Source: an optimization exercise on an open RTL-to-GDS flow (aim: small area, a short achievable clock period and few clock cycles per item). Production flows keep margins and buffers that such runs may drop. At most, simulation tests tie the RTL to the original design; equivalence was not proved.

## wip/zinc
## calc
module calc(clk,rst,A,B,C,pushA,stopA,pushB,stopB,pushC,stopC,Z,pushZ);
For scale: about 7200 cells after synthesis, ~140 I/O pins, roughly 87000 µm² of cells after synthesis.
clock: 9.0 ns
lec_check: 0
cap_margin: 20
core_margin: 2
core_utilization: 62
cts_cluster_diameter: 80
cts_cluster_size: 24
slew_margin: 20
synth_hierarchical: 1
synth_minimum_keep_size: 0
standard.sh (not shown) runs the stock make flow with config.mk's settings and CLKGATE_MAP_FILE= SYNTH_SCRIPT=/design/flow/synth_recipe.tcl, a recipe that flattens the netlist after the stock synthesis.
==> flow/flow/run.sh <==
#!/bin/bash
# The standard layout (the standard.sh: ORFS synthesis, floorplan, placement, CTS and
# routing, unchanged) with its timing repair aiming for a setup slack of 5.75 ns, and with buf_1 as the cell that buffers each port.
set -euo pipefail
bash standard.sh SETUP_SLACK_MARGIN=5.75 "BUFFER_PORTS_ARGS=-buffer_cell sky130_fd_sc_hd__buf_1" finish > standard_make.log 2>&1
Testbench counts of wip/zinc, summed over its fixed seeds: cycles 16,056, items 16,000.
The following lists how wip/quartz was set up differently from wip/zinc:
==> flow/flow/run.sh <==
#!/bin/bash
# The standard layout (the standard.sh: ORFS synthesis, floorplan, placement, CTS and
# routing, unchanged) with its timing repair aiming for a setup slack of 5.5 ns, and with buf_1 as the cell that buffers each port.
set -euo pipefail
bash standard.sh SETUP_SLACK_MARGIN=5.5 "BUFFER_PORTS_ARGS=-buffer_cell sky130_fd_sc_hd__buf_1" finish > standard_make.log 2>&1
==> run notes <==
- Clock-buffer cell count ends up lower on wip/zinc.
- Diff wip/zinc -> wip/quartz | wire length | down by a little under 10%
- Sort wip/quartz and wip/zinc by routed length on met3, descending, and wip/zinc comes first.
- Comparing setup slack for wip/quartz and wip/zinc, the smaller number came from wip/quartz.
- wip/quartz completed; timing, DRC and antenna clean
- From wip/zinc to wip/quartz the numbers moved as follows: global-route usage shows a reduction of 1.0 points.
> inputs changed (wip/quartz -> wip/yarrow)
==> flow/flow/run.sh <==
#!/bin/bash
# The standard layout (the standard.sh: ORFS synthesis, floorplan, placement, CTS and
# routing, unchanged) with its timing repair aiming for a setup slack of 5.6 ns.
set -euo pipefail
bash standard.sh SETUP_SLACK_MARGIN=5.6 finish > standard_make.log 2>&1
--- outcome ---
wip/yarrow has completed all stages; timing, DRC and antenna checks passed. Diff wip/quartz -> wip/yarrow: cell area after layout climbed 2.4%, sequential cell area climbed 0.56%, area growth from synthesis to final layout climbed 2.5 points, sequential share of layout area dropped 0.48 points.
Inputs modified between wip/yarrow and wip/cedar:
Settings: changing CTS_CLUSTER_SIZE from 24 to 28; changing CTS_CLUSTER_DIAMETER from 80 to 90.
==> flow/flow/run.sh <==
#!/bin/bash
# The standard layout (the standard.sh: ORFS synthesis, floorplan, placement, CTS and
# routing, unchanged) with its timing repair aiming for a setup slack of 5.65 ns, and with buf_1 as the cell that buffers each port.
set -euo pipefail
bash standard.sh SETUP_SLACK_MARGIN=5.65 "BUFFER_PORTS_ARGS=-buffer_cell sky130_fd_sc_hd__buf_1" finish > standard_make.log 2>&1
### Flow results
wip/cedar leaves more setup margin than wip/yarrow.
The wire length reported by the detailed router of wip/cedar was inferior to that of wip/yarrow.
Diff wip/yarrow -> wip/cedar | routed length on met3 | up by a few percent
Input changes introduced in wip/fjord (baseline for comparison: wip/cedar):
Settings: CTS_CLUSTER_DIAMETER now 80, was 90; CTS_CLUSTER_SIZE now 24, was 28; ABC_AREA now 1, previously not set.
Notes after the runs:
wip/fjord has completed all stages; timing, DRC and antenna checks passed. Inverter count (wip/fjord vs. wip/cedar) increases by more than 100%. Comparing wip/cedar and wip/fjord, the lower count of clock-net buffers in the final layout is on wip/cedar. [wip/fjord vs wip/cedar] least setup slack across all paths after layout: lower in wip/fjord. Going from wip/cedar to wip/fjord, met2 usage in global routing grows by 6.6 points.

calc again, from the RTL that the note above started with.
clock: 9.0 ns
lec_check: 0
cap_margin: 20
core_margin: 2
core_utilization: 70
cts_cluster_diameter: 80
cts_cluster_size: 24
slew_margin: 20
synth_hierarchical: 1
synth_minimum_keep_size: 0
==> flow/flow/run.sh <==
#!/bin/bash
# The standard layout (the standard.sh: ORFS synthesis, floorplan, placement, CTS and
# routing, unchanged) with its timing repair aiming for a setup slack of 5.65 ns, and with buf_1 as the cell that buffers each port.
set -euo pipefail
bash standard.sh SETUP_SLACK_MARGIN=5.65 "BUFFER_PORTS_ARGS=-buffer_cell sky130_fd_sc_hd__buf_1" finish > standard_make.log 2>&1
Testbench counts at the start, summed over its fixed seeds: cycles 16,056, items 16,000.
==> next run, changes <==
--- a/flow/config.mk
+++ b/flow/config.mk
@@ -8,7 +8,7 @@
 export CAP_MARGIN = 20
 export CORE_MARGIN = 2
-export CORE_UTILIZATION = 70
-export CTS_CLUSTER_DIAMETER = 80
-export CTS_CLUSTER_SIZE = 24
+export CORE_UTILIZATION = 62
+export CTS_CLUSTER_DIAMETER = 100
+export CTS_CLUSTER_SIZE = 32
 export SLEW_MARGIN = 20
 export SYNTH_HIERARCHICAL = 1
Design area falls slightly.
Maximum frequency goes up slightly.
Flip-flop and latch count is unchanged.
==> next run, changes <==
--- a/flow/config.mk
+++ b/flow/config.mk
@@ -9,6 +9,6 @@
 export CORE_MARGIN = 2
 export CORE_UTILIZATION = 62
-export CTS_CLUSTER_DIAMETER = 100
-export CTS_CLUSTER_SIZE = 32
+export CTS_CLUSTER_DIAMETER = 80
+export CTS_CLUSTER_SIZE = 24
 export SLEW_MARGIN = 20
 export SYNTH_HIERARCHICAL = 1
Synthesized area does not change.
Hold slack got worse by 0.0043 ns.
Setup slack gets better by 0.012 ns.
Flip-flop and latch count does not change.
Cell count goes up slightly.
Final area is higher slightly.
Via count came out higher slightly.

trial 35:
calc, a different RTL version from the one above (not shown whole).
Size: ~140 I/O pins, ~88000 um^2 of cells after synthesis.
clock: 9.0 ns
lec_check: 0
cap_margin: 20
core_margin: 2
core_utilization: 62
cts_cluster_diameter: 80
cts_cluster_size: 24
slew_margin: 20
synth_hierarchical: 1
synth_minimum_keep_size: 0
==> flow/flow/run.sh <==
#!/bin/bash
# The standard layout (the standard.sh: ORFS synthesis, floorplan, placement, CTS and
# routing, unchanged) with its timing repair aiming for a setup slack of 5.5 ns.
set -euo pipefail
bash standard.sh SETUP_SLACK_MARGIN=5.5 finish > standard_make.log 2>&1
Trial 35 finished every step from synthesis to the final layout, and the layout passed the timing, design-rule and antenna checks.
Testbench counts of trial 35, summed over its fixed seeds: cycles 16,056, items 16,000.
Inputs modified between trial 35 and trial 85:
--- a/flow/config.mk
+++ b/flow/config.mk
@@ -10 +10 @@
-export CORE_UTILIZATION = 62
+export CORE_UTILIZATION = 50
==> comparison <==
In summary, trial 85 completed successfully, with a layout that passed the timing, design-rule and antenna checks.
Multi-input gate area in the final layout: trial 35 vs trial 85 — no meaningful difference
On smallest setup slack after layout, trial 35 beats trial 85.
Wire: trial 85 routes more than trial 35
The source of the critical timing path comes out p1_rb19 in one run and ra[11] in the other, namely in trial 85 and trial 35 respectively.

== job 4176 ==
Another version of the RTL of calc (not shown whole).
For scale: ~7200 cells after synthesis, ~1200 flip-flops, roughly 140 I/O pins, about 88000 um2 of cells after synthesis.
// calc
module calc(clk,rst,A,B,C,pushA,stopA,pushB,stopB,pushC,stopC,Z,pushZ);
  input [31:0] A,B,C;
  input pushA,pushB,pushC;
  output stopA,stopB,stopC;
  output [31:0] Z;
  output pushZ;
  input clk,rst;
  reg [2:0] seen;
  reg [31:0] ra, rb, rc;
  reg [7:0] valid;
  wire [2:0] have = seen | {pushA, pushB, pushC};
  wire fire = &have;
  assign stopA = seen[2];
  assign stopB = seen[1];
  assign stopC = seen[0];
  always @(posedge clk or posedge rst) begin
    if (rst) begin
      seen <= 3'b000;
      valid <= 0;
    end else begin
      seen <= fire ? 3'b000 : have;
      valid <= {valid[6:0], fire};
    end
  end
  always @(posedge clk) begin
    if (!seen[2]) ra <= A;
    if (!seen[1]) rb <= B;
    if (!seen[0]) rc <= C;
  end
  assign pushZ = valid[7];
  assign Z = {p7_sum375031, p7_sum375030, p7_sum375029, p7_sum375028, p7_sum375027, p7_sum375026, p7_sum375025, p7_sum375024, p7_sum375023, p7_sum375022, p7_sum375021, p7_sum375020, p7_sum375019, p7_sum375018, p7_sum375017, p7_sum375016, p7_sum375015, p7_sum375014, p7_sum375013, p7_sum375012, p7_sum375011, p7_sum375010, p7_sum37509, p7_sum37508, p7_sum37507, p7_sum37506, p7_sum37505, p7_sum37504, p7_sum37503, p7_sum37502, p7_sum37501, p7_sum37500};
  wire w97 = p1_ra0 & p1_ra1;
  wire w98 = p1_ra0 & p1_ra2;
  wire w99 = p1_ra0 & p1_ra3;
  wire w100 = p1_ra0 & p1_ra4;
  wire w101 = ra[0] & ra[5];
  wire w102 = ra[0] & ra[6];
  wire w103 = ra[0] & ra[7];
  wire w104 = ra[0] & ra[8];
  wire w105 = ra[0] & ra[9];
  wire w106 = ra[0] & ra[10];
  wire w107 = ra[0] & ra[11];
  wire w108 = ra[0] & ra[12];
  wire w109 = ra[0] & ra[13];
  wire w110 = ra[0] & ra[14];
  wire w111 = ra[0] & ra[15];
  wire w112 = ra[0] & ra[16];
  wire w113 = ra[0] & ra[17];
  wire w114 = ra[0] & ra[18];
  ...
clock: 9.0 ns
lec_check: 0
cap_margin: 20
core_margin: 2
core_utilization: 62
cts_cluster_diameter: 80
cts_cluster_size: 24
slew_margin: 20
synth_hierarchical: 1
synth_minimum_keep_size: 0
==> flow/flow/run.sh <==
#!/bin/bash
# The standard layout (the standard.sh: ORFS synthesis, floorplan, placement, CTS and
# routing, unchanged) with its timing repair aiming for a setup slack of 5.65 ns, and with buf_1 as the cell that buffers each port.
set -euo pipefail
bash standard.sh SETUP_SLACK_MARGIN=5.65 "BUFFER_PORTS_ARGS=-buffer_cell sky130_fd_sc_hd__buf_1" finish > standard_make.log 2>&1
For job 1424, these inputs were changed with respect to job 4176:
==> flow/flow/run.sh <==
#!/bin/bash
# The standard layout (the standard.sh: ORFS synthesis, floorplan, placement, CTS and
# routing, unchanged) with its timing repair aiming for a setup slack of 5.75 ns, and with buf_1 as the cell that buffers each port.
set -euo pipefail
bash standard.sh SETUP_SLACK_MARGIN=5.75 "BUFFER_PORTS_ARGS=-buffer_cell sky130_fd_sc_hd__buf_1" finish > standard_make.log 2>&1
- Job 1424 vs. job 4176: clock-buffer cell count grew by 8; finished layout cell area grew by about 1.2%.
- When job 1424 is measured against job 4176, its count of non-CTS buffers in the layout turns out 9.9% higher.
- Job 1424 finished end to end and its layout was clean on timing, DRC and antenna.
- Job 4176 did not stop at any stage, and its layout met the timing, design-rule and antenna checks.
- Job 1424 vs job 4176, endpoint of the worst setup timing path: p3_s2079 vs p3_s2075
- On data required time of the worst path, job 4176 and job 1424 are basically level.
- Job 1424 vs. job 4176: total wirelength of the detailed-routed design higher; number of resized instances in the post-cts repair step higher.
No run of this note included a check of the RTL's function; only the layout flow was run.

-- static timing again, ports no longer ideal --
The flow's constraints put no driver on any port. The routed layouts listed below were extracted and timed again, unchanged, in two steps.
Step 1 sets driving cells, clkbuf_16 on the clock port and buf_2 on the other inputs (assumed; they add their load-dependent delay and slew).
Step 2 moves the port delays by t, midway between the first and last clock arrival at a register: inputs arrive t later, outputs are due t later. That takes back most of the time a late clock gives input paths.
Three values: ideal ports, drivers, drivers and shift; two values: the first two.
run	shift t [ns]	slack for setup (ns)	worst setup path after step 2	worst slew at a driven data input, ns
wip/zinc	0.787	5.633 / 5.633 / 5.633	register to register	0.10
wip/quartz	0.796	5.454 / 5.454 / 5.454	register to register	0.10
wip/yarrow	0.788	5.593 / 5.580 / 5.593	register to register	0.11
wip/cedar	0.809	5.667 / 5.667 / 5.667	register to register	0.10
wip/fjord	0.832	5.464 / 5.464 / 5.464	register to register	0.07
the first run of note 2	0.793	5.589 / 5.589 / 5.589	register to register	0.10
the second run of note 2	0.803	5.604 / 5.604 / 5.604	register to register	0.10
the third run of note 2	0.806	5.616 / 5.616 / 5.616	register to register	0.10
trial 35	0.790	5.561 / 5.518 / 5.561	register to register	0.06
trial 85	0.824	5.537 / 5.512 / 5.537	register to register	0.06
job 4176	0.800	5.391 / 5.391 / 5.391	register to register	0.05
job 1424	0.806	5.367 / 5.367 / 5.367	register to register	0.05
After both steps every run listed still meets setup and hold.
